This design comes from an exercise in tuning for small area, a short achievable clock period and few clock cycles per item on the open sky130 flow, not from production work. Function was not checked in any run shown here: the RTL went through the layout flow alone.

## flow/design.v (module list and top-level ports; edited modules follow where they fit)
// module el2_exu_div_ctl: 822 lines
module el2_exu_div_ctl
  (
   input logic           clk,                        
   input logic           rst_l,                      
   input logic           dp_valid,                   
   input logic           dp_unsign,                  
   input logic           dp_rem,                     
   input logic  [31:0]   dividend,                   
   input logic  [31:0]   divisor,                    
   input logic           cancel,                     
   output logic          finish_dly,                 
   output logic [31:0]   out                         
  );
  // ...
==> flow/flow/run.sh <==
#!/bin/bash
set -euo pipefail
MARGIN=${MARGIN:-6.5}
sed -E "s/SETUP_SLACK_MARGIN=[^ ]+/SETUP_SLACK_MARGIN=${MARGIN}/" standard.sh > standard_margin.sh
bash standard_margin.sh > flow.log 2>&1
==> flow/standard.sh <==
#!/bin/bash
# synth_recipe.tcl (not shown) runs the flow's synth.tcl, then flattens the netlist and writes it again
# the make line also repeats each setting of config.mk as NAME=value (left out here)
make -C /OpenROAD-flow-scripts/flow DESIGN_CONFIG=/design/flow/config.mk WORK_HOME=/design/flow/orfs CLKGATE_MAP_FILE= SYNTH_SCRIPT=/design/flow/synth_recipe.tcl "${@:-finish}"
==> flow/config.mk <==
export PLATFORM = sky130hd
export DESIGN_NAME = el2_exu_div_ctl
export DESIGN_NICKNAME = el2_exu_div_ctl
export VERILOG_FILES = /design/flow/design.v
export SDC_FILE = /design/flow/constraint.sdc
export NUM_CORES = 8
export LEC_CHECK = 0
export CAP_MARGIN = 40
export CORE_MARGIN = 2
export CORE_UTILIZATION = 40
export SETUP_SLACK_MARGIN = 5
export SLEW_MARGIN = 40
==> flow/constraint.sdc <==
create_clock -name core_clock -period 12.0 [get_ports {clk}]
set_input_delay 2.4000 -clock core_clock [delete_from_list [all_inputs] [get_ports {clk}]]
set_output_delay 2.4000 -clock core_clock [all_outputs]
set_load 0.01 [all_outputs]
==> impl_metrics.ini, run 1 <==
[floorplan]
die_h_um = 172
coreArea_um2 = 27700

[critical_path]
reg2reg_slack_ps = 6350
path_buf_inv = 2
cp_top_family = simple AND/OR/NAND/NOR gates

[cells_and_area]
design_area_um2 = 15000
final_cell_mix = nor2_1 (118), nand2_1 (111), a21oi_1 (98)
num-nonclk-inverters = 77
fillCellCount = 2592
clock_buffers = 10
layout_commonest_cell = nor2_1
layout.area.seq_um2 = 2210

[power]
p_clk_frac = 0.064

[timing]
finalSetupViolations = 0
skew_ps = 20.6
fmax_mhz = 157
setup_tns_ps = 0
hold_violations = 0

[detailed_routing]
viasPerCell = 6.07
vias = 12200
drc = 0
met3_length_mm = 2.63
wl_met1_mm = 18.9

[synth]
syn_area_per_cell_um2 = 7.59
synth.cell_area_um2 = 11200
synthArstFlopShare = 0.0283
synthXorXnorAreaFrac = 0.0997

[place]
dpl_worst_slack_ps = 5040

[flow_run]
cap_violations = 0

[outcome]
status = timing/DRC/antenna clean

[cts]
cts.sinks = 106

[grt]
first_global_vias = 11400
==> run 2: changes to the inputs <==
--- a/flow/design.v
+++ b/flow/design.v
@@ -245,287 +245,511 @@
    wire [31:0] abs_b;
    assign abs_b[0] = divisor[0];
    assign abs_b[31:1] = divisor[31:1] ^ ({31{sb}} & abs_b_po);
    wire [33:0] s1_x = {2'b0, r_ff};
    wire [33:0] s1_b = {1'b0, b_ff};
    wire [33:0] d1_p0 = s1_x ^ ~s1_b;
    wire [33:0] d1_g0 = s1_x & ~s1_b;
    wire d1_g1_1 = d1_g0[1] | (d1_p0[1] & (d1_g0[0] | d1_p0[0]));
+   wire d1_g1_2 = d1_g0[2] | (d1_p0[2] & d1_g0[1]);
+   wire d1_p1_2 = d1_p0[2] & d1_p0[1];
    wire d1_g1_3 = d1_g0[3] | (d1_p0[3] & d1_g0[2]);
    wire d1_p1_3 = d1_p0[3] & d1_p0[2];
+   wire d1_g1_4 = d1_g0[4] | (d1_p0[4] & d1_g0[3]);
+   wire d1_p1_4 = d1_p0[4] & d1_p0[3];
    wire d1_g1_5 = d1_g0[5] | (d1_p0[5] & d1_g0[4]);
    wire d1_p1_5 = d1_p0[5] & d1_p0[4];
+   wire d1_g1_6 = d1_g0[6] | (d1_p0[6] & d1_g0[5]);
+   wire d1_p1_6 = d1_p0[6] & d1_p0[5];
    wire d1_g1_7 = d1_g0[7] | (d1_p0[7] & d1_g0[6]);
    wire d1_p1_7 = d1_p0[7] & d1_p0[6];
+   wire d1_g1_8 = d1_g0[8] | (d1_p0[8] & d1_g0[7]);
+   wire d1_p1_8 = d1_p0[8] & d1_p0[7];
    wire d1_g1_9 = d1_g0[9] | (d1_p0[9] & d1_g0[8]);
    wire d1_p1_9 = d1_p0[9] & d1_p0[8];
+   wire d1_g1_10 = d1_g0[10] | (d1_p0[10] & d1_g0[9]);
+   wire d1_p1_10 = d1_p0[10] & d1_p0[9];
    wire d1_g1_11 = d1_g0[11] | (d1_p0[11] & d1_g0[10]);
    wire d1_p1_11 = d1_p0[11] & d1_p0[10];
+   wire d1_g1_12 = d1_g0[12] | (d1_p0[12] & d1_g0[11]);
+   wire d1_p1_12 = d1_p0[12] & d1_p0[11];
    wire d1_g1_13 = d1_g0[13] | (d1_p0[13] & d1_g0[12]);
    wire d1_p1_13 = d1_p0[13] & d1_p0[12];
+   wire d1_g1_14 = d1_g0[14] | (d1_p0[14] & d1_g0[13]);
+   wire d1_p1_14 = d1_p0[14] & d1_p0[13];
    wire d1_g1_15 = d1_g0[15] | (d1_p0[15] & d1_g0[14]);
    wire d1_p1_15 = d1_p0[15] & d1_p0[14];
+   wire d1_g1_16 = d1_g0[16] | (d1_p0[16] & d1_g0[15]);
+   wire d1_p1_16 = d1_p0[16] & d1_p0[15];
    wire d1_g1_17 = d1_g0[17] | (d1_p0[17] & d1_g0[16]);
    wire d1_p1_17 = d1_p0[17] & d1_p0[16];
+   wire d1_g1_18 = d1_g0[18] | (d1_p0[18] & d1_g0[17]);
+   wire d1_p1_18 = d1_p0[18] & d1_p0[17];
    wire d1_g1_19 = d1_g0[19] | (d1_p0[19] & d1_g0[18]);
    wire d1_p1_19 = d1_p0[19] & d1_p0[18];
+   wire d1_g1_20 = d1_g0[20] | (d1_p0[20] & d1_g0[19]);
+   wire d1_p1_20 = d1_p0[20] & d1_p0[19];
    wire d1_g1_21 = d1_g0[21] | (d1_p0[21] & d1_g0[20]);
    wire d1_p1_21 = d1_p0[21] & d1_p0[20];
+   wire d1_g1_22 = d1_g0[22] | (d1_p0[22] & d1_g0[21]);
+   wire d1_p1_22 = d1_p0[22] & d1_p0[21];
    wire d1_g1_23 = d1_g0[23] | (d1_p0[23] & d1_g0[22]);
    wire d1_p1_23 = d1_p0[23] & d1_p0[22];
+   wire d1_g1_24 = d1_g0[24] | (d1_p0[24] & d1_g0[23]);
+   wire d1_p1_24 = d1_p0[24] & d1_p0[23];
    wire d1_g1_25 = d1_g0[25] | (d1_p0[25] & d1_g0[24]);
    wire d1_p1_25 = d1_p0[25] & d1_p0[24];
+   wire d1_g1_26 = d1_g0[26] | (d1_p0[26] & d1_g0[25]);
+   wire d1_p1_26 = d1_p0[26] & d1_p0[25];
    wire d1_g1_27 = d1_g0[27] | (d1_p0[27] & d1_g0[26]);
    wire d1_p1_27 = d1_p0[27] & d1_p0[26];
+   wire d1_g1_28 = d1_g0[28] | (d1_p0[28] & d1_g0[27]);
+   wire d1_p1_28 = d1_p0[28] & d1_p0[27];
    wire d1_g1_29 = d1_g0[29] | (d1_p0[29] & d1_g0[28]);
    wire d1_p1_29 = d1_p0[29] & d1_p0[28];
+   wire d1_g1_30 = d1_g0[30] | (d1_p0[30] & d1_g0[29]);
+   wire d1_p1_30 = d1_p0[30] & d1_p0[29];
    wire d1_g1_31 = d1_g0[31] | (d1_p0[31] & d1_g0[30]);
    wire d1_p1_31 = d1_p0[31] & d1_p0[30];
+   wire d1_g1_32 = d1_g0[32] | (d1_p0[32] & d1_g0[31]);
+   wire d1_p1_32 = d1_p0[32] & d1_p0[31];
    wire d1_g1_33 = d1_g0[33] | (d1_p0[33] & d1_g0[32]);
    wire d1_p1_33 = d1_p0[33] & d1_p0[32];
-   wire d1_g2_2 = d1_g0[2] | (d1_p0[2] & d1_g1_1);
+   wire d1_g2_2 = d1_g1_2 | (d1_p1_2 & (d1_g0[0] | d1_p0[0]));
    wire d1_g2_3 = d1_g1_3 | (d1_p1_3 & d1_g1_1);
-   wire d1_g2_6 = d1_g0[6] | (d1_p0[6] & d1_g1_5);
-   wire d1_p2_6 = d1_p0[6] & d1_p1_5;
+   wire d1_g2_4 = d1_g1_4 | (d1_p1_4 & d1_g1_2);
+   wire d1_p2_4 = d1_p1_4 & d1_p1_2;
+   wire d1_g2_5 = d1_g1_5 | (d1_p1_5 & d1_g1_3);
+   wire d1_p2_5 = d1_p1_5 & d1_p1_3;
+   wire d1_g2_6 = d1_g1_6 | (d1_p1_6 & d1_g1_4);
+   wire d1_p2_6 = d1_p1_6 & d1_p1_4;
    wire d1_g2_7 = d1_g1_7 | (d1_p1_7 & d1_g1_5);
    wire d1_p2_7 = d1_p1_7 & d1_p1_5;
-   wire d1_g2_10 = d1_g0[10] | (d1_p0[10] & d1_g1_9);
-   wire d1_p2_10 = d1_p0[10] & d1_p1_9;
+   wire d1_g2_8 = d1_g1_8 | (d1_p1_8 & d1_g1_6);
+   wire d1_p2_8 = d1_p1_8 & d1_p1_6;
+   wire d1_g2_9 = d1_g1_9 | (d1_p1_9 & d1_g1_7);
+   wire d1_p2_9 = d1_p1_9 & d1_p1_7;
+   wire d1_g2_10 = d1_g1_10 | (d1_p1_10 & d1_g1_8);
+   wire d1_p2_10 = d1_p1_10 & d1_p1_8;
    wire d1_g2_11 = d1_g1_11 | (d1_p1_11 & d1_g1_9);
    wire d1_p2_11 = d1_p1_11 & d1_p1_9;
-   wire d1_g2_14 = d1_g0[14] | (d1_p0[14] & d1_g1_13);
-   wire d1_p2_14 = d1_p0[14] & d1_p1_13;
+   wire d1_g2_12 = d1_g1_12 | (d1_p1_12 & d1_g1_10);
+   wire d1_p2_12 = d1_p1_12 & d1_p1_10;
+   wire d1_g2_13 = d1_g1_13 | (d1_p1_13 & d1_g1_11);
+   wire d1_p2_13 = d1_p1_13 & d1_p1_11;
+   wire d1_g2_14 = d1_g1_14 | (d1_p1_14 & d1_g1_12);
+   wire d1_p2_14 = d1_p1_14 & d1_p1_12;
    wire d1_g2_15 = d1_g1_15 | (d1_p1_15 & d1_g1_13);
    wire d1_p2_15 = d1_p1_15 & d1_p1_13;
-   wire d1_g2_18 = d1_g0[18] | (d1_p0[18] & d1_g1_17);
-   wire d1_p2_18 = d1_p0[18] & d1_p1_17;
+   wire d1_g2_16 = d1_g1_16 | (d1_p1_16 & d1_g1_14);
+   wire d1_p2_16 = d1_p1_16 & d1_p1_14;
+   wire d1_g2_17 = d1_g1_17 | (d1_p1_17 & d1_g1_15);
+   wire d1_p2_17 = d1_p1_17 & d1_p1_15;
+   wire d1_g2_18 = d1_g1_18 | (d1_p1_18 & d1_g1_16);
+   wire d1_p2_18 = d1_p1_18 & d1_p1_16;
    wire d1_g2_19 = d1_g1_19 | (d1_p1_19 & d1_g1_17);
    wire d1_p2_19 = d1_p1_19 & d1_p1_17;
-   wire d1_g2_22 = d1_g0[22] | (d1_p0[22] & d1_g1_21);
-   wire d1_p2_22 = d1_p0[22] & d1_p1_21;
+   wire d1_g2_20 = d1_g1_20 | (d1_p1_20 & d1_g1_18);
+   wire d1_p2_20 = d1_p1_20 & d1_p1_18;
+   wire d1_g2_21 = d1_g1_21 | (d1_p1_21 & d1_g1_19);
+   wire d1_p2_21 = d1_p1_21 & d1_p1_19;
+   wire d1_g2_22 = d1_g1_22 | (d1_p1_22 & d1_g1_20);
+   wire d1_p2_22 = d1_p1_22 & d1_p1_20;
    wire d1_g2_23 = d1_g1_23 | (d1_p1_23 & d1_g1_21);
    wire d1_p2_23 = d1_p1_23 & d1_p1_21;
-   wire d1_g2_26 = d1_g0[26] | (d1_p0[26] & d1_g1_25);
-   wire d1_p2_26 = d1_p0[26] & d1_p1_25;
+   wire d1_g2_24 = d1_g1_24 | (d1_p1_24 & d1_g1_22);
+   wire d1_p2_24 = d1_p1_24 & d1_p1_22;
+   wire d1_g2_25 = d1_g1_25 | (d1_p1_25 & d1_g1_23);
+   wire d1_p2_25 = d1_p1_25 & d1_p1_23;
+   wire d1_g2_26 = d1_g1_26 | (d1_p1_26 & d1_g1_24);
+   wire d1_p2_26 = d1_p1_26 & d1_p1_24;
    wire d1_g2_27 = d1_g1_27 | (d1_p1_27 & d1_g1_25);
    wire d1_p2_27 = d1_p1_27 & d1_p1_25;
-   wire d1_g2_30 = d1_g0[30] | (d1_p0[30] & d1_g1_29);
-   wire d1_p2_30 = d1_p0[30] & d1_p1_29;
+   wire d1_g2_28 = d1_g1_28 | (d1_p1_28 & d1_g1_26);
+   wire d1_p2_28 = d1_p1_28 & d1_p1_26;
+   wire d1_g2_29 = d1_g1_29 | (d1_p1_29 & d1_g1_27);
+   wire d1_p2_29 = d1_p1_29 & d1_p1_27;
+   wire d1_g2_30 = d1_g1_30 | (d1_p1_30 & d1_g1_28);
+   wire d1_p2_30 = d1_p1_30 & d1_p1_28;
    wire d1_g2_31 = d1_g1_31 | (d1_p1_31 & d1_g1_29);
    wire d1_p2_31 = d1_p1_31 & d1_p1_29;
-   wire d1_g3_4 = d1_g0[4] | (d1_p0[4] & d1_g2_3);
-   wire d1_g3_5 = d1_g1_5 | (d1_p1_5 & d1_g2_3);
-   wire d1_g3_6 = d1_g2_6 | (d1_p2_6 & d1_g2_3);
+   wire d1_g2_32 = d1_g1_32 | (d1_p1_32 & d1_g1_30);
+   wire d1_p2_32 = d1_p1_32 & d1_p1_30;
+   wire d1_g2_33 = d1_g1_33 | (d1_p1_33 & d1_g1_31);
+   wire d1_p2_33 = d1_p1_33 & d1_p1_31;
+   wire d1_g3_4 = d1_g2_4 | (d1_p2_4 & (d1_g0[0] | d1_p0[0]));
+   wire d1_g3_5 = d1_g2_5 | (d1_p2_5 & d1_g1_1);
+   wire d1_g3_6 = d1_g2_6 | (d1_p2_6 & d1_g2_2);
    wire d1_g3_7 = d1_g2_7 | (d1_p2_7 & d1_g2_3);
-   wire d1_g3_12 = d1_g0[12] | (d1_p0[12] & d1_g2_11);
-   wire d1_p3_12 = d1_p0[12] & d1_p2_11;
-   wire d1_g3_13 = d1_g1_13 | (d1_p1_13 & d1_g2_11);
-   wire d1_p3_13 = d1_p1_13 & d1_p2_11;
-   wire d1_g3_14 = d1_g2_14 | (d1_p2_14 & d1_g2_11);
-   wire d1_p3_14 = d1_p2_14 & d1_p2_11;
+   wire d1_g3_8 = d1_g2_8 | (d1_p2_8 & d1_g2_4);
+   wire d1_p3_8 = d1_p2_8 & d1_p2_4;
+   wire d1_g3_9 = d1_g2_9 | (d1_p2_9 & d1_g2_5);
+   wire d1_p3_9 = d1_p2_9 & d1_p2_5;
+   wire d1_g3_10 = d1_g2_10 | (d1_p2_10 & d1_g2_6);
+   wire d1_p3_10 = d1_p2_10 & d1_p2_6;
+   wire d1_g3_11 = d1_g2_11 | (d1_p2_11 & d1_g2_7);
+   wire d1_p3_11 = d1_p2_11 & d1_p2_7;
+   wire d1_g3_12 = d1_g2_12 | (d1_p2_12 & d1_g2_8);
+   wire d1_p3_12 = d1_p2_12 & d1_p2_8;
+   wire d1_g3_13 = d1_g2_13 | (d1_p2_13 & d1_g2_9);
+   wire d1_p3_13 = d1_p2_13 & d1_p2_9;
+   wire d1_g3_14 = d1_g2_14 | (d1_p2_14 & d1_g2_10);
+   wire d1_p3_14 = d1_p2_14 & d1_p2_10;
    wire d1_g3_15 = d1_g2_15 | (d1_p2_15 & d1_g2_11);
    wire d1_p3_15 = d1_p2_15 & d1_p2_11;
-   wire d1_g3_20 = d1_g0[20] | (d1_p0[20] & d1_g2_19);
-   wire d1_p3_20 = d1_p0[20] & d1_p2_19;
-   wire d1_g3_21 = d1_g1_21 | (d1_p1_21 & d1_g2_19);
-   wire d1_p3_21 = d1_p1_21 & d1_p2_19;
-   wire d1_g3_22 = d1_g2_22 | (d1_p2_22 & d1_g2_19);
-   wire d1_p3_22 = d1_p2_22 & d1_p2_19;
+   wire d1_g3_16 = d1_g2_16 | (d1_p2_16 & d1_g2_12);
+   wire d1_p3_16 = d1_p2_16 & d1_p2_12;
+   wire d1_g3_17 = d1_g2_17 | (d1_p2_17 & d1_g2_13);
+   wire d1_p3_17 = d1_p2_17 & d1_p2_13;
+   wire d1_g3_18 = d1_g2_18 | (d1_p2_18 & d1_g2_14);
+   wire d1_p3_18 = d1_p2_18 & d1_p2_14;
+   wire d1_g3_19 = d1_g2_19 | (d1_p2_19 & d1_g2_15);
+   wire d1_p3_19 = d1_p2_19 & d1_p2_15;
+   wire d1_g3_20 = d1_g2_20 | (d1_p2_20 & d1_g2_16);
+   wire d1_p3_20 = d1_p2_20 & d1_p2_16;
+   wire d1_g3_21 = d1_g2_21 | (d1_p2_21 & d1_g2_17);
+   wire d1_p3_21 = d1_p2_21 & d1_p2_17;
+   wire d1_g3_22 = d1_g2_22 | (d1_p2_22 & d1_g2_18);
+   wire d1_p3_22 = d1_p2_22 & d1_p2_18;
    wire d1_g3_23 = d1_g2_23 | (d1_p2_23 & d1_g2_19);
    wire d1_p3_23 = d1_p2_23 & d1_p2_19;
-   wire d1_g3_28 = d1_g0[28] | (d1_p0[28] & d1_g2_27);
-   wire d1_p3_28 = d1_p0[28] & d1_p2_27;
-   wire d1_g3_29 = d1_g1_29 | (d1_p1_29 & d1_g2_27);
-   wire d1_p3_29 = d1_p1_29 & d1_p2_27;
-   wire d1_g3_30 = d1_g2_30 | (d1_p2_30 & d1_g2_27);
-   wire d1_p3_30 = d1_p2_30 & d1_p2_27;
+   wire d1_g3_24 = d1_g2_24 | (d1_p2_24 & d1_g2_20);
+   wire d1_p3_24 = d1_p2_24 & d1_p2_20;
+   wire d1_g3_25 = d1_g2_25 | (d1_p2_25 & d1_g2_21);
+   wire d1_p3_25 = d1_p2_25 & d1_p2_21;
+   wire d1_g3_26 = d1_g2_26 | (d1_p2_26 & d1_g2_22);
+   wire d1_p3_26 = d1_p2_26 & d1_p2_22;
+   wire d1_g3_27 = d1_g2_27 | (d1_p2_27 & d1_g2_23);
+   wire d1_p3_27 = d1_p2_27 & d1_p2_23;
+   wire d1_g3_28 = d1_g2_28 | (d1_p2_28 & d1_g2_24);
+   wire d1_p3_28 = d1_p2_28 & d1_p2_24;
+   wire d1_g3_29 = d1_g2_29 | (d1_p2_29 & d1_g2_25);
+   wire d1_p3_29 = d1_p2_29 & d1_p2_25;
+   wire d1_g3_30 = d1_g2_30 | (d1_p2_30 & d1_g2_26);
+   wire d1_p3_30 = d1_p2_30 & d1_p2_26;
    wire d1_g3_31 = d1_g2_31 | (d1_p2_31 & d1_g2_27);
    wire d1_p3_31 = d1_p2_31 & d1_p2_27;
-   wire d1_g4_8 = d1_g0[8] | (d1_p0[8] & d1_g3_7);
-   wire d1_g4_9 = d1_g1_9 | (d1_p1_9 & d1_g3_7);
-   wire d1_g4_10 = d1_g2_10 | (d1_p2_10 & d1_g3_7);
-   wire d1_g4_11 = d1_g2_11 | (d1_p2_11 & d1_g3_7);
-   wire d1_g4_12 = d1_g3_12 | (d1_p3_12 & d1_g3_7);
-   wire d1_g4_13 = d1_g3_13 | (d1_p3_13 & d1_g3_7);
-   wire d1_g4_14 = d1_g3_14 | (d1_p3_14 & d1_g3_7);
+   wire d1_g3_32 = d1_g2_32 | (d1_p2_32 & d1_g2_28);
+   wire d1_p3_32 = d1_p2_32 & d1_p2_28;
+   wire d1_g3_33 = d1_g2_33 | (d1_p2_33 & d1_g2_29);
+   wire d1_p3_33 = d1_p2_33 & d1_p2_29;
+   wire d1_g4_8 = d1_g3_8 | (d1_p3_8 & (d1_g0[0] | d1_p0[0]));
+   wire d1_g4_9 = d1_g3_9 | (d1_p3_9 & d1_g1_1);
+   wire d1_g4_10 = d1_g3_10 | (d1_p3_10 & d1_g2_2);
+   wire d1_g4_11 = d1_g3_11 | (d1_p3_11 & d1_g2_3);
+   wire d1_g4_12 = d1_g3_12 | (d1_p3_12 & d1_g3_4);
+   wire d1_g4_13 = d1_g3_13 | (d1_p3_13 & d1_g3_5);
+   wire d1_g4_14 = d1_g3_14 | (d1_p3_14 & d1_g3_6);
    wire d1_g4_15 = d1_g3_15 | (d1_p3_15 & d1_g3_7);
-   wire d1_g4_24 = d1_g0[24] | (d1_p0[24] & d1_g3_23);
-   wire d1_p4_24 = d1_p0[24] & d1_p3_23;
-   wire d1_g4_25 = d1_g1_25 | (d1_p1_25 & d1_g3_23);
-   wire d1_p4_25 = d1_p1_25 & d1_p3_23;
-   wire d1_g4_26 = d1_g2_26 | (d1_p2_26 & d1_g3_23);
-   wire d1_p4_26 = d1_p2_26 & d1_p3_23;
-   wire d1_g4_27 = d1_g2_27 | (d1_p2_27 & d1_g3_23);
-   wire d1_p4_27 = d1_p2_27 & d1_p3_23;
-   wire d1_g4_28 = d1_g3_28 | (d1_p3_28 & d1_g3_23);
-   wire d1_p4_28 = d1_p3_28 & d1_p3_23;
-   wire d1_g4_29 = d1_g3_29 | (d1_p3_29 & d1_g3_23);
-   wire d1_p4_29 = d1_p3_29 & d1_p3_23;
-   wire d1_g4_30 = d1_g3_30 | (d1_p3_30 & d1_g3_23);
-   wire d1_p4_30 = d1_p3_30 & d1_p3_23;
+   wire d1_g4_16 = d1_g3_16 | (d1_p3_16 & d1_g3_8);
+   wire d1_p4_16 = d1_p3_16 & d1_p3_8;
+   wire d1_g4_17 = d1_g3_17 | (d1_p3_17 & d1_g3_9);
+   wire d1_p4_17 = d1_p3_17 & d1_p3_9;
+   wire d1_g4_18 = d1_g3_18 | (d1_p3_18 & d1_g3_10);
+   wire d1_p4_18 = d1_p3_18 & d1_p3_10;
+   wire d1_g4_19 = d1_g3_19 | (d1_p3_19 & d1_g3_11);
+   wire d1_p4_19 = d1_p3_19 & d1_p3_11;
+   wire d1_g4_20 = d1_g3_20 | (d1_p3_20 & d1_g3_12);
+   wire d1_p4_20 = d1_p3_20 & d1_p3_12;
+   wire d1_g4_21 = d1_g3_21 | (d1_p3_21 & d1_g3_13);
+   wire d1_p4_21 = d1_p3_21 & d1_p3_13;
+   wire d1_g4_22 = d1_g3_22 | (d1_p3_22 & d1_g3_14);
+   wire d1_p4_22 = d1_p3_22 & d1_p3_14;
+   wire d1_g4_23 = d1_g3_23 | (d1_p3_23 & d1_g3_15);
+   wire d1_p4_23 = d1_p3_23 & d1_p3_15;
+   wire d1_g4_24 = d1_g3_24 | (d1_p3_24 & d1_g3_16);
+   wire d1_p4_24 = d1_p3_24 & d1_p3_16;
+   wire d1_g4_25 = d1_g3_25 | (d1_p3_25 & d1_g3_17);
+   wire d1_p4_25 = d1_p3_25 & d1_p3_17;
+   wire d1_g4_26 = d1_g3_26 | (d1_p3_26 & d1_g3_18);
+   wire d1_p4_26 = d1_p3_26 & d1_p3_18;
+   wire d1_g4_27 = d1_g3_27 | (d1_p3_27 & d1_g3_19);
+   wire d1_p4_27 = d1_p3_27 & d1_p3_19;
+   wire d1_g4_28 = d1_g3_28 | (d1_p3_28 & d1_g3_20);
+   wire d1_p4_28 = d1_p3_28 & d1_p3_20;
+   wire d1_g4_29 = d1_g3_29 | (d1_p3_29 & d1_g3_21);
+   wire d1_p4_29 = d1_p3_29 & d1_p3_21;
+   wire d1_g4_30 = d1_g3_30 | (d1_p3_30 & d1_g3_22);
+   wire d1_p4_30 = d1_p3_30 & d1_p3_22;
    wire d1_g4_31 = d1_g3_31 | (d1_p3_31 & d1_g3_23);
    wire d1_p4_31 = d1_p3_31 & d1_p3_23;
-   wire d1_g5_16 = d1_g0[16] | (d1_p0[16] & d1_g4_15);
-   wire d1_g5_17 = d1_g1_17 | (d1_p1_17 & d1_g4_15);
-   wire d1_g5_18 = d1_g2_18 | (d1_p2_18 & d1_g4_15);
-   wire d1_g5_19 = d1_g2_19 | (d1_p2_19 & d1_g4_15);
-   wire d1_g5_20 = d1_g3_20 | (d1_p3_20 & d1_g4_15);
-   wire d1_g5_21 = d1_g3_21 | (d1_p3_21 & d1_g4_15);
-   wire d1_g5_22 = d1_g3_22 | (d1_p3_22 & d1_g4_15);
-   wire d1_g5_23 = d1_g3_23 | (d1_p3_23 & d1_g4_15);
-   wire d1_g5_24 = d1_g4_24 | (d1_p4_24 & d1_g4_15);
-   wire d1_g5_25 = d1_g4_25 | (d1_p4_25 & d1_g4_15);
-   wire d1_g5_26 = d1_g4_26 | (d1_p4_26 & d1_g4_15);
-   wire d1_g5_27 = d1_g4_27 | (d1_p4_27 & d1_g4_15);
-   wire d1_g5_28 = d1_g4_28 | (d1_p4_28 & d1_g4_15);
-   wire d1_g5_29 = d1_g4_29 | (d1_p4_29 & d1_g4_15);
-   wire d1_g5_30 = d1_g4_30 | (d1_p4_30 & d1_g4_15);
+   wire d1_g4_32 = d1_g3_32 | (d1_p3_32 & d1_g3_24);
+   wire d1_p4_32 = d1_p3_32 & d1_p3_24;
+   wire d1_g4_33 = d1_g3_33 | (d1_p3_33 & d1_g3_25);
+   wire d1_p4_33 = d1_p3_33 & d1_p3_25;
+   wire d1_g5_16 = d1_g4_16 | (d1_p4_16 & (d1_g0[0] | d1_p0[0]));
+   wire d1_g5_17 = d1_g4_17 | (d1_p4_17 & d1_g1_1);
+   wire d1_g5_18 = d1_g4_18 | (d1_p4_18 & d1_g2_2);
+   wire d1_g5_19 = d1_g4_19 | (d1_p4_19 & d1_g2_3);
+   wire d1_g5_20 = d1_g4_20 | (d1_p4_20 & d1_g3_4);
+   wire d1_g5_21 = d1_g4_21 | (d1_p4_21 & d1_g3_5);
+   wire d1_g5_22 = d1_g4_22 | (d1_p4_22 & d1_g3_6);
+   wire d1_g5_23 = d1_g4_23 | (d1_p4_23 & d1_g3_7);
+   wire d1_g5_24 = d1_g4_24 | (d1_p4_24 & d1_g4_8);
+   wire d1_g5_25 = d1_g4_25 | (d1_p4_25 & d1_g4_9);
+   wire d1_g5_26 = d1_g4_26 | (d1_p4_26 & d1_g4_10);
+   wire d1_g5_27 = d1_g4_27 | (d1_p4_27 & d1_g4_11);
+   wire d1_g5_28 = d1_g4_28 | (d1_p4_28 & d1_g4_12);
+   wire d1_g5_29 = d1_g4_29 | (d1_p4_29 & d1_g4_13);
+   wire d1_g5_30 = d1_g4_30 | (d1_p4_30 & d1_g4_14);
    wire d1_g5_31 = d1_g4_31 | (d1_p4_31 & d1_g4_15);
-   wire d1_g6_32 = d1_g0[32] | (d1_p0[32] & d1_g5_31);
-   wire d1_g6_33 = d1_g1_33 | (d1_p1_33 & d1_g5_31);
+   wire d1_g5_32 = d1_g4_32 | (d1_p4_32 & d1_g4_16);
+   wire d1_p5_32 = d1_p4_32 & d1_p4_16;
+   wire d1_g5_33 = d1_g4_33 | (d1_p4_33 & d1_g4_17);
+   wire d1_p5_33 = d1_p4_33 & d1_p4_17;
+   wire d1_g6_32 = d1_g5_32 | (d1_p5_32 & (d1_g0[0] | d1_p0[0]));
+   wire d1_g6_33 = d1_g5_33 | (d1_p5_33 & d1_g1_1);
    wire [33:0] d1_c = {d1_g6_33, d1_g6_32, d1_g5_31, d1_g5_30, d1_g5_29, d1_g5_28, d1_g5_27, d1_g5_26, d1_g5_25, d1_g5_24, d1_g5_23, d1_g5_22, d1_g5_21, d1_g5_20, d1_g5_19, d1_g5_18, d1_g5_17, d1_g5_16, d1_g4_15, d1_g4_14, d1_g4_13, d1_g4_12, d1_g4_11, d1_g4_10, d1_g4_9, d1_g4_8, d1_g3_7, d1_g3_6, d1_g3_5, d1_g3_4, d1_g2_3, d1_g2_2, d1_g1_1, (d1_g0[0] | d1_p0[0])};
    wire [33:0] d1 = d1_p0 ^ {d1_c[32:0], 1'b1};
    wire d1_co = d1_c[33];
    wire        q1 = it_ff & d1_co;
    wire [31:0] r1 = q1 ? d1[31:0] : r_ff;
    wire [32:0] s2_x = {1'b0, r1};
    wire [32:0] s2_b = {1'b0, b_ff[32:1]};
    wire [32:0] d2_p0 = s2_x ^ ~s2_b;
    wire [32:0] d2_g0 = s2_x & ~s2_b;
    wire d2_g1_1 = d2_g0[1] | (d2_p0[1] & (d2_g0[0] | d2_p0[0]));
+   wire d2_g1_2 = d2_g0[2] | (d2_p0[2] & d2_g0[1]);
+   wire d2_p1_2 = d2_p0[2] & d2_p0[1];
    wire d2_g1_3 = d2_g0[3] | (d2_p0[3] & d2_g0[2]);
    wire d2_p1_3 = d2_p0[3] & d2_p0[2];
+   wire d2_g1_4 = d2_g0[4] | (d2_p0[4] & d2_g0[3]);
+   wire d2_p1_4 = d2_p0[4] & d2_p0[3];
    wire d2_g1_5 = d2_g0[5] | (d2_p0[5] & d2_g0[4]);
    wire d2_p1_5 = d2_p0[5] & d2_p0[4];
+   wire d2_g1_6 = d2_g0[6] | (d2_p0[6] & d2_g0[5]);
+   wire d2_p1_6 = d2_p0[6] & d2_p0[5];
    wire d2_g1_7 = d2_g0[7] | (d2_p0[7] & d2_g0[6]);
    wire d2_p1_7 = d2_p0[7] & d2_p0[6];
+   wire d2_g1_8 = d2_g0[8] | (d2_p0[8] & d2_g0[7]);
+   wire d2_p1_8 = d2_p0[8] & d2_p0[7];
    wire d2_g1_9 = d2_g0[9] | (d2_p0[9] & d2_g0[8]);
    wire d2_p1_9 = d2_p0[9] & d2_p0[8];
+   wire d2_g1_10 = d2_g0[10] | (d2_p0[10] & d2_g0[9]);
+   wire d2_p1_10 = d2_p0[10] & d2_p0[9];
    wire d2_g1_11 = d2_g0[11] | (d2_p0[11] & d2_g0[10]);
    wire d2_p1_11 = d2_p0[11] & d2_p0[10];
+   wire d2_g1_12 = d2_g0[12] | (d2_p0[12] & d2_g0[11]);
+   wire d2_p1_12 = d2_p0[12] & d2_p0[11];
    wire d2_g1_13 = d2_g0[13] | (d2_p0[13] & d2_g0[12]);
    wire d2_p1_13 = d2_p0[13] & d2_p0[12];
+   wire d2_g1_14 = d2_g0[14] | (d2_p0[14] & d2_g0[13]);
+   wire d2_p1_14 = d2_p0[14] & d2_p0[13];
    wire d2_g1_15 = d2_g0[15] | (d2_p0[15] & d2_g0[14]);
    wire d2_p1_15 = d2_p0[15] & d2_p0[14];
+   wire d2_g1_16 = d2_g0[16] | (d2_p0[16] & d2_g0[15]);
+   wire d2_p1_16 = d2_p0[16] & d2_p0[15];
    wire d2_g1_17 = d2_g0[17] | (d2_p0[17] & d2_g0[16]);
    wire d2_p1_17 = d2_p0[17] & d2_p0[16];
+   wire d2_g1_18 = d2_g0[18] | (d2_p0[18] & d2_g0[17]);
+   wire d2_p1_18 = d2_p0[18] & d2_p0[17];
    wire d2_g1_19 = d2_g0[19] | (d2_p0[19] & d2_g0[18]);
    wire d2_p1_19 = d2_p0[19] & d2_p0[18];
+   wire d2_g1_20 = d2_g0[20] | (d2_p0[20] & d2_g0[19]);
+   wire d2_p1_20 = d2_p0[20] & d2_p0[19];
    wire d2_g1_21 = d2_g0[21] | (d2_p0[21] & d2_g0[20]);
    wire d2_p1_21 = d2_p0[21] & d2_p0[20];
+   wire d2_g1_22 = d2_g0[22] | (d2_p0[22] & d2_g0[21]);
+   wire d2_p1_22 = d2_p0[22] & d2_p0[21];
    wire d2_g1_23 = d2_g0[23] | (d2_p0[23] & d2_g0[22]);
    wire d2_p1_23 = d2_p0[23] & d2_p0[22];
+   wire d2_g1_24 = d2_g0[24] | (d2_p0[24] & d2_g0[23]);
+   wire d2_p1_24 = d2_p0[24] & d2_p0[23];
    wire d2_g1_25 = d2_g0[25] | (d2_p0[25] & d2_g0[24]);
    wire d2_p1_25 = d2_p0[25] & d2_p0[24];
+   wire d2_g1_26 = d2_g0[26] | (d2_p0[26] & d2_g0[25]);
+   wire d2_p1_26 = d2_p0[26] & d2_p0[25];
    wire d2_g1_27 = d2_g0[27] | (d2_p0[27] & d2_g0[26]);
    wire d2_p1_27 = d2_p0[27] & d2_p0[26];
+   wire d2_g1_28 = d2_g0[28] | (d2_p0[28] & d2_g0[27]);
+   wire d2_p1_28 = d2_p0[28] & d2_p0[27];
    wire d2_g1_29 = d2_g0[29] | (d2_p0[29] & d2_g0[28]);
    wire d2_p1_29 = d2_p0[29] & d2_p0[28];
+   wire d2_g1_30 = d2_g0[30] | (d2_p0[30] & d2_g0[29]);
+   wire d2_p1_30 = d2_p0[30] & d2_p0[29];
    wire d2_g1_31 = d2_g0[31] | (d2_p0[31] & d2_g0[30]);
    wire d2_p1_31 = d2_p0[31] & d2_p0[30];
-   wire d2_g2_2 = d2_g0[2] | (d2_p0[2] & d2_g1_1);
+   wire d2_g1_32 = d2_g0[32] | (d2_p0[32] & d2_g0[31]);
+   wire d2_p1_32 = d2_p0[32] & d2_p0[31];
+   wire d2_g2_2 = d2_g1_2 | (d2_p1_2 & (d2_g0[0] | d2_p0[0]));
    wire d2_g2_3 = d2_g1_3 | (d2_p1_3 & d2_g1_1);
-   wire d2_g2_6 = d2_g0[6] | (d2_p0[6] & d2_g1_5);
-   wire d2_p2_6 = d2_p0[6] & d2_p1_5;
+   wire d2_g2_4 = d2_g1_4 | (d2_p1_4 & d2_g1_2);
+   wire d2_p2_4 = d2_p1_4 & d2_p1_2;
+   wire d2_g2_5 = d2_g1_5 | (d2_p1_5 & d2_g1_3);
+   wire d2_p2_5 = d2_p1_5 & d2_p1_3;
+   wire d2_g2_6 = d2_g1_6 | (d2_p1_6 & d2_g1_4);
+   wire d2_p2_6 = d2_p1_6 & d2_p1_4;
    wire d2_g2_7 = d2_g1_7 | (d2_p1_7 & d2_g1_5);
    wire d2_p2_7 = d2_p1_7 & d2_p1_5;
-   wire d2_g2_10 = d2_g0[10] | (d2_p0[10] & d2_g1_9);
-   wire d2_p2_10 = d2_p0[10] & d2_p1_9;
+   wire d2_g2_8 = d2_g1_8 | (d2_p1_8 & d2_g1_6);
+   wire d2_p2_8 = d2_p1_8 & d2_p1_6;
+   wire d2_g2_9 = d2_g1_9 | (d2_p1_9 & d2_g1_7);
+   wire d2_p2_9 = d2_p1_9 & d2_p1_7;
+   wire d2_g2_10 = d2_g1_10 | (d2_p1_10 & d2_g1_8);
+   wire d2_p2_10 = d2_p1_10 & d2_p1_8;
    wire d2_g2_11 = d2_g1_11 | (d2_p1_11 & d2_g1_9);
    wire d2_p2_11 = d2_p1_11 & d2_p1_9;
-   wire d2_g2_14 = d2_g0[14] | (d2_p0[14] & d2_g1_13);
-   wire d2_p2_14 = d2_p0[14] & d2_p1_13;
+   wire d2_g2_12 = d2_g1_12 | (d2_p1_12 & d2_g1_10);
+   wire d2_p2_12 = d2_p1_12 & d2_p1_10;
+   wire d2_g2_13 = d2_g1_13 | (d2_p1_13 & d2_g1_11);
+   wire d2_p2_13 = d2_p1_13 & d2_p1_11;
+   wire d2_g2_14 = d2_g1_14 | (d2_p1_14 & d2_g1_12);
+   wire d2_p2_14 = d2_p1_14 & d2_p1_12;
    wire d2_g2_15 = d2_g1_15 | (d2_p1_15 & d2_g1_13);
    wire d2_p2_15 = d2_p1_15 & d2_p1_13;
-   wire d2_g2_18 = d2_g0[18] | (d2_p0[18] & d2_g1_17);
-   wire d2_p2_18 = d2_p0[18] & d2_p1_17;
+   wire d2_g2_16 = d2_g1_16 | (d2_p1_16 & d2_g1_14);
+   wire d2_p2_16 = d2_p1_16 & d2_p1_14;
+   wire d2_g2_17 = d2_g1_17 | (d2_p1_17 & d2_g1_15);
+   wire d2_p2_17 = d2_p1_17 & d2_p1_15;
+   wire d2_g2_18 = d2_g1_18 | (d2_p1_18 & d2_g1_16);
+   wire d2_p2_18 = d2_p1_18 & d2_p1_16;
    wire d2_g2_19 = d2_g1_19 | (d2_p1_19 & d2_g1_17);
    wire d2_p2_19 = d2_p1_19 & d2_p1_17;
-   wire d2_g2_22 = d2_g0[22] | (d2_p0[22] & d2_g1_21);
-   wire d2_p2_22 = d2_p0[22] & d2_p1_21;
+   wire d2_g2_20 = d2_g1_20 | (d2_p1_20 & d2_g1_18);
+   wire d2_p2_20 = d2_p1_20 & d2_p1_18;
+   wire d2_g2_21 = d2_g1_21 | (d2_p1_21 & d2_g1_19);
+   wire d2_p2_21 = d2_p1_21 & d2_p1_19;
+   wire d2_g2_22 = d2_g1_22 | (d2_p1_22 & d2_g1_20);
+   wire d2_p2_22 = d2_p1_22 & d2_p1_20;
    wire d2_g2_23 = d2_g1_23 | (d2_p1_23 & d2_g1_21);
    wire d2_p2_23 = d2_p1_23 & d2_p1_21;
-   wire d2_g2_26 = d2_g0[26] | (d2_p0[26] & d2_g1_25);
-   wire d2_p2_26 = d2_p0[26] & d2_p1_25;
+   wire d2_g2_24 = d2_g1_24 | (d2_p1_24 & d2_g1_22);
+   wire d2_p2_24 = d2_p1_24 & d2_p1_22;
+   wire d2_g2_25 = d2_g1_25 | (d2_p1_25 & d2_g1_23);
+   wire d2_p2_25 = d2_p1_25 & d2_p1_23;
+   wire d2_g2_26 = d2_g1_26 | (d2_p1_26 & d2_g1_24);
+   wire d2_p2_26 = d2_p1_26 & d2_p1_24;
    wire d2_g2_27 = d2_g1_27 | (d2_p1_27 & d2_g1_25);
    wire d2_p2_27 = d2_p1_27 & d2_p1_25;
-   wire d2_g2_30 = d2_g0[30] | (d2_p0[30] & d2_g1_29);
-   wire d2_p2_30 = d2_p0[30] & d2_p1_29;
+   wire d2_g2_28 = d2_g1_28 | (d2_p1_28 & d2_g1_26);
+   wire d2_p2_28 = d2_p1_28 & d2_p1_26;
+   wire d2_g2_29 = d2_g1_29 | (d2_p1_29 & d2_g1_27);
+   wire d2_p2_29 = d2_p1_29 & d2_p1_27;
+   wire d2_g2_30 = d2_g1_30 | (d2_p1_30 & d2_g1_28);
+   wire d2_p2_30 = d2_p1_30 & d2_p1_28;
    wire d2_g2_31 = d2_g1_31 | (d2_p1_31 & d2_g1_29);
    wire d2_p2_31 = d2_p1_31 & d2_p1_29;
-   wire d2_g3_4 = d2_g0[4] | (d2_p0[4] & d2_g2_3);
-   wire d2_g3_5 = d2_g1_5 | (d2_p1_5 & d2_g2_3);
-   wire d2_g3_6 = d2_g2_6 | (d2_p2_6 & d2_g2_3);
+   wire d2_g2_32 = d2_g1_32 | (d2_p1_32 & d2_g1_30);
+   wire d2_p2_32 = d2_p1_32 & d2_p1_30;
+   wire d2_g3_4 = d2_g2_4 | (d2_p2_4 & (d2_g0[0] | d2_p0[0]));
+   wire d2_g3_5 = d2_g2_5 | (d2_p2_5 & d2_g1_1);
+   wire d2_g3_6 = d2_g2_6 | (d2_p2_6 & d2_g2_2);
    wire d2_g3_7 = d2_g2_7 | (d2_p2_7 & d2_g2_3);
-   wire d2_g3_12 = d2_g0[12] | (d2_p0[12] & d2_g2_11);
-   wire d2_p3_12 = d2_p0[12] & d2_p2_11;
-   wire d2_g3_13 = d2_g1_13 | (d2_p1_13 & d2_g2_11);
-   wire d2_p3_13 = d2_p1_13 & d2_p2_11;
-   wire d2_g3_14 = d2_g2_14 | (d2_p2_14 & d2_g2_11);
-   wire d2_p3_14 = d2_p2_14 & d2_p2_11;
+   wire d2_g3_8 = d2_g2_8 | (d2_p2_8 & d2_g2_4);
+   wire d2_p3_8 = d2_p2_8 & d2_p2_4;
+   wire d2_g3_9 = d2_g2_9 | (d2_p2_9 & d2_g2_5);
+   wire d2_p3_9 = d2_p2_9 & d2_p2_5;
+   wire d2_g3_10 = d2_g2_10 | (d2_p2_10 & d2_g2_6);
+   wire d2_p3_10 = d2_p2_10 & d2_p2_6;
+   wire d2_g3_11 = d2_g2_11 | (d2_p2_11 & d2_g2_7);
+   wire d2_p3_11 = d2_p2_11 & d2_p2_7;
+   wire d2_g3_12 = d2_g2_12 | (d2_p2_12 & d2_g2_8);
+   wire d2_p3_12 = d2_p2_12 & d2_p2_8;
+   wire d2_g3_13 = d2_g2_13 | (d2_p2_13 & d2_g2_9);
+   wire d2_p3_13 = d2_p2_13 & d2_p2_9;
+   wire d2_g3_14 = d2_g2_14 | (d2_p2_14 & d2_g2_10);
+   wire d2_p3_14 = d2_p2_14 & d2_p2_10;
    wire d2_g3_15 = d2_g2_15 | (d2_p2_15 & d2_g2_11);
    wire d2_p3_15 = d2_p2_15 & d2_p2_11;
-   wire d2_g3_20 = d2_g0[20] | (d2_p0[20] & d2_g2_19);
-   wire d2_p3_20 = d2_p0[20] & d2_p2_19;
-   wire d2_g3_21 = d2_g1_21 | (d2_p1_21 & d2_g2_19);
-   wire d2_p3_21 = d2_p1_21 & d2_p2_19;
-   wire d2_g3_22 = d2_g2_22 | (d2_p2_22 & d2_g2_19);
-   wire d2_p3_22 = d2_p2_22 & d2_p2_19;
+   wire d2_g3_16 = d2_g2_16 | (d2_p2_16 & d2_g2_12);
+   wire d2_p3_16 = d2_p2_16 & d2_p2_12;
+   wire d2_g3_17 = d2_g2_17 | (d2_p2_17 & d2_g2_13);
+   wire d2_p3_17 = d2_p2_17 & d2_p2_13;
+   wire d2_g3_18 = d2_g2_18 | (d2_p2_18 & d2_g2_14);
+   wire d2_p3_18 = d2_p2_18 & d2_p2_14;
+   wire d2_g3_19 = d2_g2_19 | (d2_p2_19 & d2_g2_15);
+   wire d2_p3_19 = d2_p2_19 & d2_p2_15;
+   wire d2_g3_20 = d2_g2_20 | (d2_p2_20 & d2_g2_16);
+   wire d2_p3_20 = d2_p2_20 & d2_p2_16;
+   wire d2_g3_21 = d2_g2_21 | (d2_p2_21 & d2_g2_17);
+   wire d2_p3_21 = d2_p2_21 & d2_p2_17;
+   wire d2_g3_22 = d2_g2_22 | (d2_p2_22 & d2_g2_18);
+   wire d2_p3_22 = d2_p2_22 & d2_p2_18;
    wire d2_g3_23 = d2_g2_23 | (d2_p2_23 & d2_g2_19);
    wire d2_p3_23 = d2_p2_23 & d2_p2_19;
-   wire d2_g3_28 = d2_g0[28] | (d2_p0[28] & d2_g2_27);
-   wire d2_p3_28 = d2_p0[28] & d2_p2_27;
-   wire d2_g3_29 = d2_g1_29 | (d2_p1_29 & d2_g2_27);
-   wire d2_p3_29 = d2_p1_29 & d2_p2_27;
-   wire d2_g3_30 = d2_g2_30 | (d2_p2_30 & d2_g2_27);
-   wire d2_p3_30 = d2_p2_30 & d2_p2_27;
+   wire d2_g3_24 = d2_g2_24 | (d2_p2_24 & d2_g2_20);
+   wire d2_p3_24 = d2_p2_24 & d2_p2_20;
+   wire d2_g3_25 = d2_g2_25 | (d2_p2_25 & d2_g2_21);
+   wire d2_p3_25 = d2_p2_25 & d2_p2_21;
+   wire d2_g3_26 = d2_g2_26 | (d2_p2_26 & d2_g2_22);
+   wire d2_p3_26 = d2_p2_26 & d2_p2_22;
+   wire d2_g3_27 = d2_g2_27 | (d2_p2_27 & d2_g2_23);
+   wire d2_p3_27 = d2_p2_27 & d2_p2_23;
+   wire d2_g3_28 = d2_g2_28 | (d2_p2_28 & d2_g2_24);
+   wire d2_p3_28 = d2_p2_28 & d2_p2_24;
+   wire d2_g3_29 = d2_g2_29 | (d2_p2_29 & d2_g2_25);
+   wire d2_p3_29 = d2_p2_29 & d2_p2_25;
+   wire d2_g3_30 = d2_g2_30 | (d2_p2_30 & d2_g2_26);
+   wire d2_p3_30 = d2_p2_30 & d2_p2_26;
    wire d2_g3_31 = d2_g2_31 | (d2_p2_31 & d2_g2_27);
    wire d2_p3_31 = d2_p2_31 & d2_p2_27;
-   wire d2_g4_8 = d2_g0[8] | (d2_p0[8] & d2_g3_7);
-   wire d2_g4_9 = d2_g1_9 | (d2_p1_9 & d2_g3_7);
-   wire d2_g4_10 = d2_g2_10 | (d2_p2_10 & d2_g3_7);
-   wire d2_g4_11 = d2_g2_11 | (d2_p2_11 & d2_g3_7);
-   wire d2_g4_12 = d2_g3_12 | (d2_p3_12 & d2_g3_7);
-   wire d2_g4_13 = d2_g3_13 | (d2_p3_13 & d2_g3_7);
-   wire d2_g4_14 = d2_g3_14 | (d2_p3_14 & d2_g3_7);
+   wire d2_g3_32 = d2_g2_32 | (d2_p2_32 & d2_g2_28);
+   wire d2_p3_32 = d2_p2_32 & d2_p2_28;
+   wire d2_g4_8 = d2_g3_8 | (d2_p3_8 & (d2_g0[0] | d2_p0[0]));
+   wire d2_g4_9 = d2_g3_9 | (d2_p3_9 & d2_g1_1);
+   wire d2_g4_10 = d2_g3_10 | (d2_p3_10 & d2_g2_2);
+   wire d2_g4_11 = d2_g3_11 | (d2_p3_11 & d2_g2_3);
+   wire d2_g4_12 = d2_g3_12 | (d2_p3_12 & d2_g3_4);
+   wire d2_g4_13 = d2_g3_13 | (d2_p3_13 & d2_g3_5);
+   wire d2_g4_14 = d2_g3_14 | (d2_p3_14 & d2_g3_6);
    wire d2_g4_15 = d2_g3_15 | (d2_p3_15 & d2_g3_7);
-   wire d2_g4_24 = d2_g0[24] | (d2_p0[24] & d2_g3_23);
-   wire d2_p4_24 = d2_p0[24] & d2_p3_23;
-   wire d2_g4_25 = d2_g1_25 | (d2_p1_25 & d2_g3_23);
-   wire d2_p4_25 = d2_p1_25 & d2_p3_23;
-   wire d2_g4_26 = d2_g2_26 | (d2_p2_26 & d2_g3_23);
-   wire d2_p4_26 = d2_p2_26 & d2_p3_23;
-   wire d2_g4_27 = d2_g2_27 | (d2_p2_27 & d2_g3_23);
-   wire d2_p4_27 = d2_p2_27 & d2_p3_23;
-   wire d2_g4_28 = d2_g3_28 | (d2_p3_28 & d2_g3_23);
-   wire d2_p4_28 = d2_p3_28 & d2_p3_23;
-   wire d2_g4_29 = d2_g3_29 | (d2_p3_29 & d2_g3_23);
-   wire d2_p4_29 = d2_p3_29 & d2_p3_23;
-   wire d2_g4_30 = d2_g3_30 | (d2_p3_30 & d2_g3_23);
-   wire d2_p4_30 = d2_p3_30 & d2_p3_23;
+   wire d2_g4_16 = d2_g3_16 | (d2_p3_16 & d2_g3_8);
+   wire d2_p4_16 = d2_p3_16 & d2_p3_8;
+   wire d2_g4_17 = d2_g3_17 | (d2_p3_17 & d2_g3_9);
+   wire d2_p4_17 = d2_p3_17 & d2_p3_9;
+   wire d2_g4_18 = d2_g3_18 | (d2_p3_18 & d2_g3_10);
+   wire d2_p4_18 = d2_p3_18 & d2_p3_10;
+   wire d2_g4_19 = d2_g3_19 | (d2_p3_19 & d2_g3_11);
+   wire d2_p4_19 = d2_p3_19 & d2_p3_11;
+   wire d2_g4_20 = d2_g3_20 | (d2_p3_20 & d2_g3_12);
+   wire d2_p4_20 = d2_p3_20 & d2_p3_12;
+   wire d2_g4_21 = d2_g3_21 | (d2_p3_21 & d2_g3_13);
+   wire d2_p4_21 = d2_p3_21 & d2_p3_13;
+   wire d2_g4_22 = d2_g3_22 | (d2_p3_22 & d2_g3_14);
+   wire d2_p4_22 = d2_p3_22 & d2_p3_14;
+   wire d2_g4_23 = d2_g3_23 | (d2_p3_23 & d2_g3_15);
+   wire d2_p4_23 = d2_p3_23 & d2_p3_15;
+   wire d2_g4_24 = d2_g3_24 | (d2_p3_24 & d2_g3_16);
+   wire d2_p4_24 = d2_p3_24 & d2_p3_16;
+   wire d2_g4_25 = d2_g3_25 | (d2_p3_25 & d2_g3_17);
+   wire d2_p4_25 = d2_p3_25 & d2_p3_17;
+   wire d2_g4_26 = d2_g3_26 | (d2_p3_26 & d2_g3_18);
+   wire d2_p4_26 = d2_p3_26 & d2_p3_18;
+   wire d2_g4_27 = d2_g3_27 | (d2_p3_27 & d2_g3_19);
+   wire d2_p4_27 = d2_p3_27 & d2_p3_19;
+   wire d2_g4_28 = d2_g3_28 | (d2_p3_28 & d2_g3_20);
+   wire d2_p4_28 = d2_p3_28 & d2_p3_20;
+   wire d2_g4_29 = d2_g3_29 | (d2_p3_29 & d2_g3_21);
+   wire d2_p4_29 = d2_p3_29 & d2_p3_21;
+   wire d2_g4_30 = d2_g3_30 | (d2_p3_30 & d2_g3_22);
+   wire d2_p4_30 = d2_p3_30 & d2_p3_22;
    wire d2_g4_31 = d2_g3_31 | (d2_p3_31 & d2_g3_23);
    wire d2_p4_31 = d2_p3_31 & d2_p3_23;
-   wire d2_g5_16 = d2_g0[16] | (d2_p0[16] & d2_g4_15);
-   wire d2_g5_17 = d2_g1_17 | (d2_p1_17 & d2_g4_15);
-   wire d2_g5_18 = d2_g2_18 | (d2_p2_18 & d2_g4_15);
-   wire d2_g5_19 = d2_g2_19 | (d2_p2_19 & d2_g4_15);
-   wire d2_g5_20 = d2_g3_20 | (d2_p3_20 & d2_g4_15);
-   wire d2_g5_21 = d2_g3_21 | (d2_p3_21 & d2_g4_15);
-   wire d2_g5_22 = d2_g3_22 | (d2_p3_22 & d2_g4_15);
-   wire d2_g5_23 = d2_g3_23 | (d2_p3_23 & d2_g4_15);
-   wire d2_g5_24 = d2_g4_24 | (d2_p4_24 & d2_g4_15);
-   wire d2_g5_25 = d2_g4_25 | (d2_p4_25 & d2_g4_15);
-   wire d2_g5_26 = d2_g4_26 | (d2_p4_26 & d2_g4_15);
-   wire d2_g5_27 = d2_g4_27 | (d2_p4_27 & d2_g4_15);
-   wire d2_g5_28 = d2_g4_28 | (d2_p4_28 & d2_g4_15);
-   wire d2_g5_29 = d2_g4_29 | (d2_p4_29 & d2_g4_15);
-   wire d2_g5_30 = d2_g4_30 | (d2_p4_30 & d2_g4_15);
+   wire d2_g4_32 = d2_g3_32 | (d2_p3_32 & d2_g3_24);
+   wire d2_p4_32 = d2_p3_32 & d2_p3_24;
+   wire d2_g5_16 = d2_g4_16 | (d2_p4_16 & (d2_g0[0] | d2_p0[0]));
+   wire d2_g5_17 = d2_g4_17 | (d2_p4_17 & d2_g1_1);
+   wire d2_g5_18 = d2_g4_18 | (d2_p4_18 & d2_g2_2);
+   wire d2_g5_19 = d2_g4_19 | (d2_p4_19 & d2_g2_3);
+   wire d2_g5_20 = d2_g4_20 | (d2_p4_20 & d2_g3_4);
+   wire d2_g5_21 = d2_g4_21 | (d2_p4_21 & d2_g3_5);
+   wire d2_g5_22 = d2_g4_22 | (d2_p4_22 & d2_g3_6);
+   wire d2_g5_23 = d2_g4_23 | (d2_p4_23 & d2_g3_7);
+   wire d2_g5_24 = d2_g4_24 | (d2_p4_24 & d2_g4_8);
+   wire d2_g5_25 = d2_g4_25 | (d2_p4_25 & d2_g4_9);
+   wire d2_g5_26 = d2_g4_26 | (d2_p4_26 & d2_g4_10);
+   wire d2_g5_27 = d2_g4_27 | (d2_p4_27 & d2_g4_11);
+   wire d2_g5_28 = d2_g4_28 | (d2_p4_28 & d2_g4_12);
+   wire d2_g5_29 = d2_g4_29 | (d2_p4_29 & d2_g4_13);
+   wire d2_g5_30 = d2_g4_30 | (d2_p4_30 & d2_g4_14);
    wire d2_g5_31 = d2_g4_31 | (d2_p4_31 & d2_g4_15);
-   wire d2_g6_32 = d2_g0[32] | (d2_p0[32] & d2_g5_31);
+   wire d2_g5_32 = d2_g4_32 | (d2_p4_32 & d2_g4_16);
+   wire d2_p5_32 = d2_p4_32 & d2_p4_16;
+   wire d2_g6_32 = d2_g5_32 | (d2_p5_32 & (d2_g0[0] | d2_p0[0]));
    wire [32:0] d2_c = {d2_g6_32, d2_g5_31, d2_g5_30, d2_g5_29, d2_g5_28, d2_g5_27, d2_g5_26, d2_g5_25, d2_g5_24, d2_g5_23, d2_g5_22, d2_g5_21, d2_g5_20, d2_g5_19, d2_g5_18, d2_g5_17, d2_g5_16, d2_g4_15, d2_g4_14, d2_g4_13, d2_g4_12, d2_g4_11, d2_g4_10, d2_g4_9, d2_g4_8, d2_g3_7, d2_g3_6, d2_g3_5, d2_g3_4, d2_g2_3, d2_g2_2, d2_g1_1, (d2_g0[0] | d2_p0[0])};
    wire [32:0] d2 = d2_p0 ^ {d2_c[31:0], 1'b1};
    wire d2_co = d2_c[32];
    wire        q2 = it_ff & d2_co;
    wire [31:0] r2_n = busy ? r1 : abs_a;
    wire [31:0] r_next = q2 ? d2[31:0] : r2_n;
    wire early = ~d1_co;
    wire clza_v0_0 = r_ff[1] | r_ff[0];
==> flow/run.sh (new file) <==
#!/bin/bash
# synth_recipe.tcl (not shown) runs the flow's synth.tcl, then flattens the netlist and writes it again
# the make line also repeats each setting of config.mk as NAME=value (left out here)
make -C /OpenROAD-flow-scripts/flow DESIGN_CONFIG=/design/flow/config.mk WORK_HOME=/design/flow/orfs CLKGATE_MAP_FILE= SYNTH_SCRIPT=/design/flow/synth_recipe.tcl finish
removed: flow/flow/run.sh
removed: flow/standard.sh
==> impl_metrics.ini, run 2 <==
[synth]
synth_top_family_by_area = compound AO/OA/AOI/OAI gates
syn_area_per_cell_um2 = 7.53
synth.cell_area_um2 = 11600
synthCells = 1537
yosysMostFrequentCell = nand2_1
yosys_warnings = 1
synth-compound-area-share = 0.286
synthSimpleGateAreaFrac = 0.194
yosys.area.top_type_share = 0.175
synth_edf_count = 2
synthXorXnorAreaFrac = 0.108
synth_mux_area_frac = 0.100
synth-adder-area-share = 0.0788
synth_nets = 1678
yosysTopAreaCell = dfxtp_1
synth_cell_type_count = 79
ys_ff_latch = 106
ys.flop_type = dfxtp_1
synthTopCellsByArea = dfxtp_1 (17%), ha_1 (7.4%), a21oi_1 (6.3%)
ys_seq_area_frac = 0.186
synthArstFlopShare = 0.0283
synth_common_cells = nand2_1 (157), a21oi_1 (145), nor2_1 (129)

[critical_path]
crit_fanout = 8
end_kind = primary output
crit_type = flop to primary output
reg2reg_depth = 21
crit_path_max_incr_delay_ps = 580
worst-endpoint-arrival_ps = 4450
r2r-end = q_ff[30]
crit-reg2reg-launch = b_ff[8]
required_ps = 9600
cp_top_family = simple AND/OR/NAND/NOR gates
reg2reg_slack_ps = 5430
startpoint_type = flop
worstPathCellList = or4_4 -> nor4_4 -> or3b_4 -> or4_1 -> or2_4 -> or4_4 -> or3_4 -> or4_4 -> o31ai_2 -> xnor2_1 -> dlymetal6s2s_1
cpMaxStageDelayCell = or4_4
path_buf_inv = 1
cpMostUsedCell = or4_4

[detailed_routing]
antenna_left = 0
wl_per_cell_um = 19.9
viasPerCell = 5.94
drc = 0
routed_wl_mm = 39.6
dr.pass1.iters = 8
drt_iter0_drc = 803
vias = 11800

[hold_path]
hold_path_depth = 1
worstHoldEndpoint = cnt_ff[0]
holdCritPathClass = flop to flop
worstHoldStart = cnt_ff[0]

[grt]
grt_max_degree = 60
grt_usage = 0.255
antenna_found_initial = 1
grt-ovfl-total = 0
first_global_vias = 11000
grt_first_pass_wirelength_mm = 61.1

[place]
placed_cells = 1970
io_buffers = 102
place.gp.congestion = 0.938
hpwl_mm = 31.8

[cells_and_area]
fillCellCount = 2898
largest_register_ffs = 33
final_cell_mix = nand2_1 (155), a21oi_1 (145), nor2_1 (128)
final_core_util = 0.465
layout.cells.non_filler = 1986
multi_input_area_um2 = 8950
layout.nets = 1738
layout.area.seq_um2 = 2160
n_antenna_cell = 0
regMostFlops = b_ff
drive_above_1_share = 0.0743
largestRegisters = b_ff (33), q_ff (32), r_ff (32)
area_growth_pct = 15.2
layout_commonest_cell = nand2_1

[cts]
cts.sinks = 106
clk_pin_slew_ps = 90
worstSkewPairLatency_ps = 370
ctsHoldBuffers = 0
cts_buffer_depth = 2
cts_tree = done
htreeDepth = 3
clockRootBuffer = clkbuf_16
numCtsBuffers = 9

[timing]
fin_hold_ws_ps = 496
slew_headroom = 0.417
setup_tns_ps = 0
min_period_over_period = 0.571
tightest_slew_ps = 867
fmax_mhz = 146
skew_ps = 12.6
rsz0062_at_grt = yes
finalSetupViolations = 0
slew_viol_final = 0
min_period_ps = 6850
hold_violations = 0

[power]
power_mw = 4.73
powerDensity_nw_per_um2 = 355
leakage_nw = 5.52
peakVddDrop_mv = 0.102

[floorplan]
coreArea_um2 = 28600
num_rows = 62
ios = 103
initial_core_util = 0.404
die_h_um = 174
die_w_um = 174
die_area_um2 = 30300

[flow_run]
cap_violations = 0

[outcome]
status = timing/DRC/antenna clean
==> run 2: cell count changes after synthesis, sizes merged, moves of 14 or more <==
cell | before | now
a211oi | 40 | 13
a21oi | 116 | 145
a221oi | 23 | 9
o21ai | 99 | 113
nor3 | 48 | 17
xor2 | 41 | 62
nand2 | 120 | 157
mux4 | 0 | 15
o22ai | 5 | 30
mux2 | 19 | 35
==> run 2: logic make-up (layout without fill, tap and decap cells) <==
family,count (synthesis),count (layout)
compound gates,514,514
mux,93,93
buf+inv,141,206
simple gates,469,469
xor+xnor,143,143
fa+ha+maj,71,71
flops,106,106
==> run 2: worst max-delay path by stage <==
stage	to	slack, ps	from	depth (start not counted)
after floorplan	out[30]	5740	q_ff[2]	11
after global placement	out[30]	5100	q_ff[2]	11
after detailed placement	out[30]	5050	q_ff[2]	11
after CTS	out[30]	4770	q_ff[2]	11
after global routing	out[30]	4950	q_ff[2]	11
final	out[30]	5150	q_ff[2]	11
==> run 2: cell type report <==
cell class / count / share of cell area
clock buffer: 10 / 0.0179
clock inverter: 6 / 0.00488
inverter: 68 / 0.0192
multi-input combinational: 1290 / 0.672
sequential: 106 / 0.162
tap: 384 / 0.0361
timing repair buffer: 122 / 0.0881
==> run 2: metal layers <==
layer,vias up,part of all wire,track usage
li1,5835,-,-
met1,5492,0.47,0.350
met2,405,0.44,0.410
met3,61,0.055,0.0245
met4,0,0.037,0.102
met5,-,0,0
==> run 2: through the flow <==
step / cell area [um2] / setup slack [ps]
after global placement: 13000 / 5100
after floorplan: 11600 / 5740
after CTS: 13300 / 4770
after global routing: 13300 / 4950
after detailed placement: 13000 / 5050
final: 13300 / 5150
==> run 2: what timing repair did <==
action,CTS,global route
pin swaps,0,0
resized for setup,5,6
cloned,0,0
endpoints found under the hold margin,0,0
setup buffers,0,0
endpoints found under the setup margin,4,4
==> run 2: report_power, final <==
group | internal, mW | total (mW) | switching, mW
clock network | 0.154 | 0.318 | 0.164
logic | 1.55 | 3.67 | 2.12
registers | 0.502 | 0.741 | 0.239
total | 2.21 | 4.73 | 2.52

re-timing with driven ports:
The results above use ideal ports. As a check the final layouts listed here were re-extracted and re-timed, cells and wires unchanged.
Step 1: set_driving_cell puts a clkbuf_16 on clk and a buf_2 on each other input, an assumption about the parent block.
Step 2, shift: input delay + t, output delay - t, t = (earliest + latest rising clock arrival at the registers) / 2. This alone moves slack from input paths to output paths.
a / b / c = ideal ports / drivers / drivers and shift; a / b = the first two.
run | shift t [ns] | setup slack, ns | hold slack, ns | clock arrival spread, ns | worst slew at a driven data input, ns
run 1 | 0.421 | 5.643 / 5.588 / 6.009 | 0.496 / 0.496 / 0.496 | 0.020 / 0.021 | 0.04
run 2 | 0.414 | 5.148 / 5.098 / 5.364 | 0.496 / 0.496 / 0.496 | 0.012 / 0.012 | 0.04
After both steps setup and hold are still met in every run listed.
